From an optimization exercise on the open Yosys and OpenROAD flow, aimed at small area; shortcuts taken in it are not production practice. No functional check of the RTL was part of any run shown here.

==> flow/design.v, too long to show whole: its modules and the start of the top module <==
// module Posit_div_N32_ES6_PIPE12: 3769 lines
// module posit_dec: 17 lines
// module recip_tab: 267 lines
module Posit_div_N32_ES6_PIPE12(clk, in1, in2, start, out, inf, zero, done);
  // ...
==> flow/flow/run.sh <==
#!/bin/bash
# Standard ORFS layout, with one extra netlist pass between synthesis and floorplan:
# flow/polar.py flips the polarity of full-adder cells (FA(~a,~b,~c) = ~FA(a,b,c))
# where that removes inverters.  Registers and everything else are left as synthesized.
set -euo pipefail
WH=$(grep -o 'WORK_HOME=[^ ]*' standard.sh | head -1 | cut -d= -f2)
R=$WH/results/sky130hd/Posit_div_N32_ES6_PIPE12/base
bash standard.sh "$R/1_2_yosys.v" > synth_make.log 2>&1
cp "$R/1_2_yosys.v" "$R/1_2_yosys.std.v"
python3 flow/polar.py "$R/1_2_yosys.std.v" "$R/1_2_yosys.pol.v" > polar.log 2>&1
cp "$R/1_2_yosys.pol.v" "$R/1_2_yosys.v"
bash standard.sh > layout_make.log 2>&1
==> flow/flow/polar.py <==
#!/usr/bin/env python3
"""Remove inverters around sky130 full adders by flipping adder polarity.

A full adder is self-dual: FA(~a,~b,~c) = (~sum, ~cout).  For each fa cell we may
feed it the complements of its inputs and take the complements of its outputs;
this is done greedily whenever it reduces the number of inverters.
usage: polar.py in.v out.v
"""
import re, sys
from collections import defaultdict

src = open(sys.argv[1]).read()
cell_re = re.compile(r'^(\s*)(sky130_fd_sc_hd__\w+)\s+(\S+)\s*\((.*?)\);\s*$', re.S | re.M)
pin_re = re.compile(r'\.(\w+)\(\s*([^()]*?)\s*\)')

OUTPINS = {'X', 'Y', 'Q', 'Q_N', 'SUM', 'COUT', 'HI', 'LO'}
cells = {}      # name -> [type, {pin: net}]
order = []
pieces = []
pos = 0
for m in cell_re.finditer(src):
    pieces.append(src[pos:m.start()])
    pieces.append(('CELL', m.group(3)))
    pos = m.end()
    pins = dict(pin_re.findall(m.group(4)))
    cells[m.group(3)] = [m.group(2), pins]
    order.append(m.group(3))
pieces.append(src[pos:])
# nets used outside cells (assigns, ports) are external
ext = set()
for p in pieces:
    if isinstance(p, str):
        for line in p.split('\n'):
            l = line.strip()
            if l.startswith('assign') or l.startswith('output') or l.startswith('input'):
                for tok in re.findall(r'\\\S+|[A-Za-z_][\w$]*(?:\[\d+\])?', l):
                    ext.add(tok)
                    ext.add(re.sub(r'\[\d+\]$', '', tok))

def is_ext(net):
    return net in ext or re.sub(r'\[\d+\]$', '', net) in ext

driver = {}
loads = defaultdict(set)
def rebuild():
    driver.clear(); loads.clear()
    for c, (t, pins) in cells.items():
        for p, n in pins.items():
            if p in OUTPINS: driver[n] = (c, p)
            else: loads[n].add((c, p))
rebuild()

def is_inv(c): return cells[c][0].startswith('sky130_fd_sc_hd__inv_')
newid = [0]
newnets = []
def new_net():
    newid[0] += 1
    n = f"_pol{newid[0]}_"
    newnets.append(n)
    return n
def inv_of(net):
    """an existing inverter driven by net, if any"""
    for c, p in loads.get(net, ()):
        if is_inv(c): return c
    return None
def add_inv(a, y):
    newid[0] += 1
    c = f"_polinv{newid[0]}_"
    cells[c] = ['sky130_fd_sc_hd__inv_1', {'A': a, 'Y': y}]
    order.append(c)
    driver[y] = (c, 'Y'); loads[a].add((c, 'A'))
    return c
def del_cell(c):
    t, pins = cells.pop(c)
    for p, n in pins.items():
        if p in OUTPINS: driver.pop(n, None)
        else: loads[n].discard((c, p))
def connect(c, p, net):
    old = cells[c][1][p]
    if p in OUTPINS: driver.pop(old, None); driver[net] = (c, p)
    else: loads[old].discard((c, p)); loads[net].add((c, p))
    cells[c][1][p] = net

XSWAP = {'sky130_fd_sc_hd__xor2_1': 'sky130_fd_sc_hd__xnor2_1',
         'sky130_fd_sc_hd__xnor2_1': 'sky130_fd_sc_hd__xor2_1'}
def is_x(c): return cells[c][0] in XSWAP
def xswap(c):
    t, pins = cells[c]
    nt = XSWAP[t]
    cells[c][0] = nt
    if 'X' in pins: pins['Y'] = pins.pop('X'); driver[pins['Y']] = (c, 'Y')
    elif 'Y' in pins: pins['X'] = pins.pop('Y'); driver[pins['X']] = (c, 'X')
def free_compl_driver(n):
    """driver cell whose type can be swapped to complement net n for free"""
    d = driver.get(n)
    if d and is_x(d[0]) and len(loads[n]) == 1 and not is_ext(n): return d[0]
    return None

def gain(f):
    pins = cells[f][1]
    g = 0
    for p in ('A', 'B', 'CIN'):
        n = pins[p]
        d = driver.get(n)
        if d and is_inv(d[0]):
            # complement available for free; inverter removable if only load
            if len(loads[n]) == 1 and not is_ext(n): g += 1
        elif free_compl_driver(n):
            pass
        else:
            if inv_of(n) is None: g -= 1
    for p in ('SUM', 'COUT'):
        n = pins[p]
        ld = loads.get(n, set())
        invl = [c for c, q in ld if is_inv(c)]
        xl = [c for c, q in ld if is_x(c)]
        other = len(ld) - len(invl) - len(xl)
        g += len(invl)
        if other > 0 or is_ext(n): g -= 1
    return g

def flip(f):
    pins = cells[f][1]
    for p in ('A', 'B', 'CIN'):
        n = pins[p]
        d = driver.get(n)
        if d and is_inv(d[0]):
            src_net = cells[d[0]][1]['A']
            connect(f, p, src_net)
            if not loads[n] and not is_ext(n): del_cell(d[0])
        elif free_compl_driver(n):
            xswap(free_compl_driver(n))
        else:
            i = inv_of(n)
            if i is None:
                y = new_net(); add_inv(n, y)
            else:
                y = cells[i][1]['Y']
            connect(f, p, y)
    for p in ('SUM', 'COUT'):
        n = pins[p]
        phys = new_net()
        connect(f, p, phys)
        for c, q in list(loads.get(n, ())):
            if is_inv(c):
                y = cells[c][1]['Y']
                for c2, q2 in list(loads.get(y, ())):
                    connect(c2, q2, phys)
                if is_ext(y):
                    # keep a buffer-free path: y must still be driven -> keep inverter off phys? use buf
                    cells[c][1]['A'] = phys; loads[n].discard((c, 'A')); loads[phys].add((c, 'A'))
                    cells[c][0] = 'sky130_fd_sc_hd__buf_1'
                else:
                    del_cell(c)
            elif is_x(c):
                xswap(c)
                connect(c, q, phys)
        if loads.get(n) or is_ext(n):
            add_inv(phys, n)

fas = [c for c in order if cells[c][0].startswith('sky130_fd_sc_hd__fa_')]
ninv0 = sum(1 for c in cells if is_inv(c))
total = 0
for it in range(20):
    changed = 0
    for f in fas:
        if f in cells and gain(f) > 0:
            flip(f); changed += 1
    total += changed
    if not changed: break
# cleanup: absorb remaining inverters into xor/xnor cells
for c in list(cells):
    if c not in cells or not is_inv(c): continue
    a = cells[c][1]['A']; y = cells[c][1]['Y']
    if is_ext(y): continue
    d = free_compl_driver(a)
    if d:
        xswap(d)
        for c2, q2 in list(loads.get(y, ())): connect(c2, q2, a)
        del_cell(c); continue
    ld = list(loads.get(y, ()))
    if ld and all(is_x(c2) for c2, q2 in ld) and len(set(c2 for c2, q2 in ld)) == len(ld):
        for c2, q2 in ld:
            xswap(c2)
            connect(c2, q2, a)
        del_cell(c)
ninv1 = sum(1 for c in cells if is_inv(c))
sys.stderr.write(f"polar: flipped {total} adders, inverters {ninv0} -> {ninv1}\n")

# write out
out = []
first_cell = True
for p in pieces:
    if isinstance(p, str):
        out.append(p)
    else:
        c = p[1]
        if first_cell:
            first_cell = False
            out.append("".join(f"  wire {n};\n" for n in newnets))
            # new cells
            for c2 in order:
                if c2.startswith('_polinv') and c2 in cells:
                    t, pins = cells[c2]
                    out.append(f"  {t} {c2} (\n" + ",\n".join(f"    .{k}({v}{' ' if v.startswith(chr(92)) else ''})" for k, v in pins.items()) + "\n  );\n")
        if c in cells:
            t, pins = cells[c]
            out.append(f"  {t} {c} (\n" + ",\n".join(f"    .{k}({v}{' ' if v.startswith(chr(92)) else ''})" for k, v in pins.items()) + "\n  );")
        else:
            out.append("")
open(sys.argv[2], 'w').write("".join(out))
==> flow/standard.sh <==
#!/bin/bash
# synth_recipe.tcl (not shown) runs the flow's synth.tcl, then flattens the netlist and writes it again
# the make line also repeats each setting of config.mk as NAME=value (left out here)
make -C /OpenROAD-flow-scripts/flow DESIGN_CONFIG=/design/flow/config.mk WORK_HOME=/design/flow/orfs CLKGATE_MAP_FILE= SYNTH_SCRIPT=/design/flow/synth_recipe.tcl "${@:-finish}"
==> flow/config.mk <==
export PLATFORM = sky130hd
export DESIGN_NAME = Posit_div_N32_ES6_PIPE12
export DESIGN_NICKNAME = Posit_div_N32_ES6_PIPE12
export VERILOG_FILES = /design/flow/design.v
export SDC_FILE = /design/flow/constraint.sdc
export NUM_CORES = 4
export LEC_CHECK = 0
export ABC_AREA = 1
export CAP_MARGIN = 20
export CORE_MARGIN = 2
export CORE_UTILIZATION = 55
export CTS_BUF_LIST = sky130_fd_sc_hd__clkbuf_8
export SLEW_MARGIN = 20
==> flow/constraint.sdc <==
create_clock -name core_clock -period 9.0 [get_ports {clk}]
set_input_delay 1.8000 -clock core_clock [delete_from_list [all_inputs] [get_ports {clk}]]
set_output_delay 1.8000 -clock core_clock [all_outputs]
set_load 0.01 [all_outputs]
==> flow_metrics.py, run 1 <==
metrics = {
    "cells_and_area": {
        "final_common_cell": "nand2_1",
        "nets": 8033,
        "final_cell_area_sq_um": 61100,
        "diodes": 2,
        "non_clock_buffer_area_share_pct": 3.46,
        "dominant-cell-class": "multi-input gates",
        "comb.multi_input.count": 5327,
        "multi_input_comb_area_sq_um": 43500,
        "seq_cells": 451,
        "regMostFlops": "pm_r6",
    },
    "routing": {
        "wl_met1_um": 68100,
        "dr.pass1.iters": 8,
        "drc": 0,
    },
    "setup_path": {
        "worstReg2RegEnd": "pm_r6[27]$_SDFF_PP1_",
        "cp_num_cells": 32,
        "path_delay_family": "adder cells",
        "cp_slowest_cell": "nand2_1",
        "cp-end-kind": "flip-flop",
        "crit_fanout": 25,
        "setup.worst_path.class": "flip-flop to flip-flop",
        "slowest_delay_ps": 670,
        "startpoint_type": "flip-flop",
        "ff2ff_setup_slack_ps": 690,
    },
    "timing": {
        "finalCritPeriodShare_pct": 92.3,
        "slew_violations": 0,
    },
    "die": {
        "rows": 117,
        "fp.dieW_um": 326,
        "dieArea_sq_um": 106000,
    },
    "clock_tree": {
        "cts_resized": 1,
        "cts_sinks": 451,
    },
    "global_route": {
        "grt_busiest_layer": "met2",
        "grt_max_degree": 50,
    },
    "yosys": {
        "avgSynthCellArea_sq_um": 8.21,
    },
    "run_status": {
        "status": "finished clean",
    },
    "placement": {
        "portBuffers": 100,
        "placedCellCount": 8199,
    },
    "flow_run": {
        "maxCapViolations": 0,
    },
}
==> inputs of run 2 (changes only) <==
--- a/flow/config.mk
+++ b/flow/config.mk
@@ -9,5 +9,4 @@
 export CAP_MARGIN = 20
 export CORE_MARGIN = 2
 export CORE_UTILIZATION = 55
-export CTS_BUF_LIST = sky130_fd_sc_hd__clkbuf_8
 export SLEW_MARGIN = 20
==> run 2 against run 1 <==
  * Die area unchanged
  * Fmax up 0.54%
  * Sequential share of layout area about the same
  * Critical path depth unchanged
  * Final cell count down 0.53%
  * Still clean
  * Via count down 0.19%
==> flow_metrics.py, run 2 <==
metrics = {
    "clock_tree": {
        "cts_sinks": 451,
        "cts_buffer_depth": 3,
        "cts.clk_slew.worst_paths_ps": 80,
        "h-tree-depth": 2,
        "clock_latency_ps": 680,
        "cts_buffers": 52,
        "cts-root-buf": "clkbuf_16",
        "cts_tree": "yes",
    },
    "cells_and_area": {
        "fill_cells": 9590,
        "diodes": 0,
        "area_growth_pct": 7.65,
        "drive_gt1_share_pct": 5.62,
        "largest_reg_flops": 29,
        "regMostFlops": "pm_r6",
        "nets": 8008,
        "final_common_cell": "nand2_1",
        "final_cell_mix": "nand2_1 (1,012), inv_1 (721), fa_1 (691)",
    },
    "global_route": {
        "track_usage_pct": 30.4,
        "grt_max_degree": 50,
        "antenna_found_initial": 0,
        "grt_pass1_vias": 47943,
        "grt_pass1_wl_um": 261000,
        "grt_overflow": 0,
    },
    "die": {
        "core_area_sq_um": 102000,
        "fp.dieW_um": 326,
        "dieArea_sq_um": 106000,
        "ios": 101,
        "rows": 117,
        "die_y_um": 326,
        "start_util_pct": 55.7,
    },
    "routing": {
        "routed-via-count": 47832,
        "drt_iter0_drc": 3821,
        "ant_nets": 0,
        "dr.pass1.iters": 8,
        "wl_per_cell_um": 19.5,
        "wl_um": 162000,
        "viasPerCell": 5.77,
        "drc": 0,
    },
    "timing": {
        "fin_worst_skew_ps": 49.7,
        "hold_ws_ps": 280,
        "period_needed_ps": 8260,
        "slew_violations": 0,
        "hold_viol": 0,
        "rsz0062_at_grt": "true",
        "slew_headroom_pct": 31.8,
        "finalCritPeriodShare_pct": 91.8,
        "setup_viol": 0,
        "fmax_mhz": 121,
        "worst_pin_slew_ps": 1020,
    },
    "setup_path": {
        "arrival_ps": 8810,
        "worstReg2RegStart": "Rf_r5[0]$_DFF_P_",
        "crit_start": "Rf_r5[0]$_DFF_P_",
        "cp_slowest_cell": "nand2_1",
        "slowest_delay_ps": 660,
        "crit_fanout": 25,
        "startpoint_type": "flip-flop",
        "cp-end-kind": "flip-flop",
        "cp.required_ps": 9540,
        "setup.worst_path.class": "flip-flop to flip-flop",
    },
    "yosys": {
        "yosysWarnings": 3,
        "synth_area_sq_um": 56900,
        "avgSynthCellArea_sq_um": 8.21,
        "syn_inst": 6936,
    },
    "run_status": {
        "status": "finished clean",
    },
    "placement": {
        "hpwl_um": 126000,
        "portBuffers": 100,
        "gp_congestion": 0.948,
    },
    "flow_run": {
        "maxCapViolations": 0,
    },
    "hold_path": {
        "hold_start": "m1_r4[14]$_DFF_P_",
        "hold_class": "flip-flop to flip-flop",
    },
}
[run 2: critical path, delay by kind of cell (launching register included)]
family                     cells  cell delay, ps
adders and majority gates      6            2680
AOI/OAI and AO/OA              9            2240
and+or+nand+nor               14            2190
buffers and inverters          2             450
DFF                            1             380
xor gates and xnor gates       1             210
[run 2: stage by stage]
step / worst slack (ps) / utilization, % / cell area [sq um] / instances / TNS, ps
after global placement: 590 / 58.1 / 59300 / 8199 / 0
final: 736 / 60.0 / 61300 / 8295 / 0
after floorplan: 1440 / - / 56900 / 6937 / 0
after CTS: 41.2 / 59.9 / 61200 / 8295 / 0
after global routing: -104 / 60.0 / 61300 / 8295 / -104
after detailed placement: 460 / 58.1 / 59300 / 8199 / 0
[run 2: final timing paths]
path,endpoint,slack (ps),cells after the start
hold / removal,m1_r5[14]$_DFF_P_,280,0
setup / recovery,pm_r6[27]$_SDFF_PP1_,740,32
setup reg to reg,pm_r6[27]$_SDFF_PP1_,740,32
hold reg to reg,m1_r5[14]$_DFF_P_,280,0
[run 2: per-layer routing]
layer | part of all wire (%) | track usage, % | vias to the layer above
li1 | - | - | 22748
met1 | 42 | 39.9 | 23030
met2 | 48 | 51.7 | 1691
met3 | 5.9 | 3.60 | 363
met4 | 3.8 | 10.7 | 0
met5 | 0 | 0 | -
[run 2: cell type report]
cell class,count,area (sq um),area share (%)
multi-input cells,5327,43500,71.0
inverters,809,3050,4.98
repair buffers,244,2110,3.45
clock buffers,64,1410,2.30
clock inverters,32,452,0.737
well taps,1368,1710,2.79
flip-flops and latches,451,9030,14.7
[run 2: what timing repair did]
action / 4_1_cts / 5_1_grt
resized for setup: 0 / 23
buffers inserted: 0 / 0
hold buffers: 0 / 0
endpoints found under the setup margin: 0 / 10

[separate check: timing with driven ports]
The flow's constraints put no driver on any port. The routed layouts listed below were extracted and timed again, unchanged, in two steps.
Step 1: set_driving_cell puts a clkbuf_16 on clk and a buf_2 on each other input, an assumption about the parent block.
Step 2, shift: input delay + t, output delay - t, t = (earliest + latest rising clock arrival at the registers) / 2. This alone moves slack from input paths to output paths.
a / b / c = ideal ports / drivers / drivers and shift; a / b = the first two.
run	t, ns	setup slack, ns	hold slack, ns
run 1	0.750	0.691 / 0.663 / 0.404	0.284 / 0.284 / 0.284
run 2	0.721	0.736 / 0.699 / 0.366	0.280 / 0.280 / 0.280
After both steps setup and hold are still met in every run listed. For run 2, which loses most, drivers alone change the setup slack by -0.037 ns; drivers and shift together by -0.370 ns.
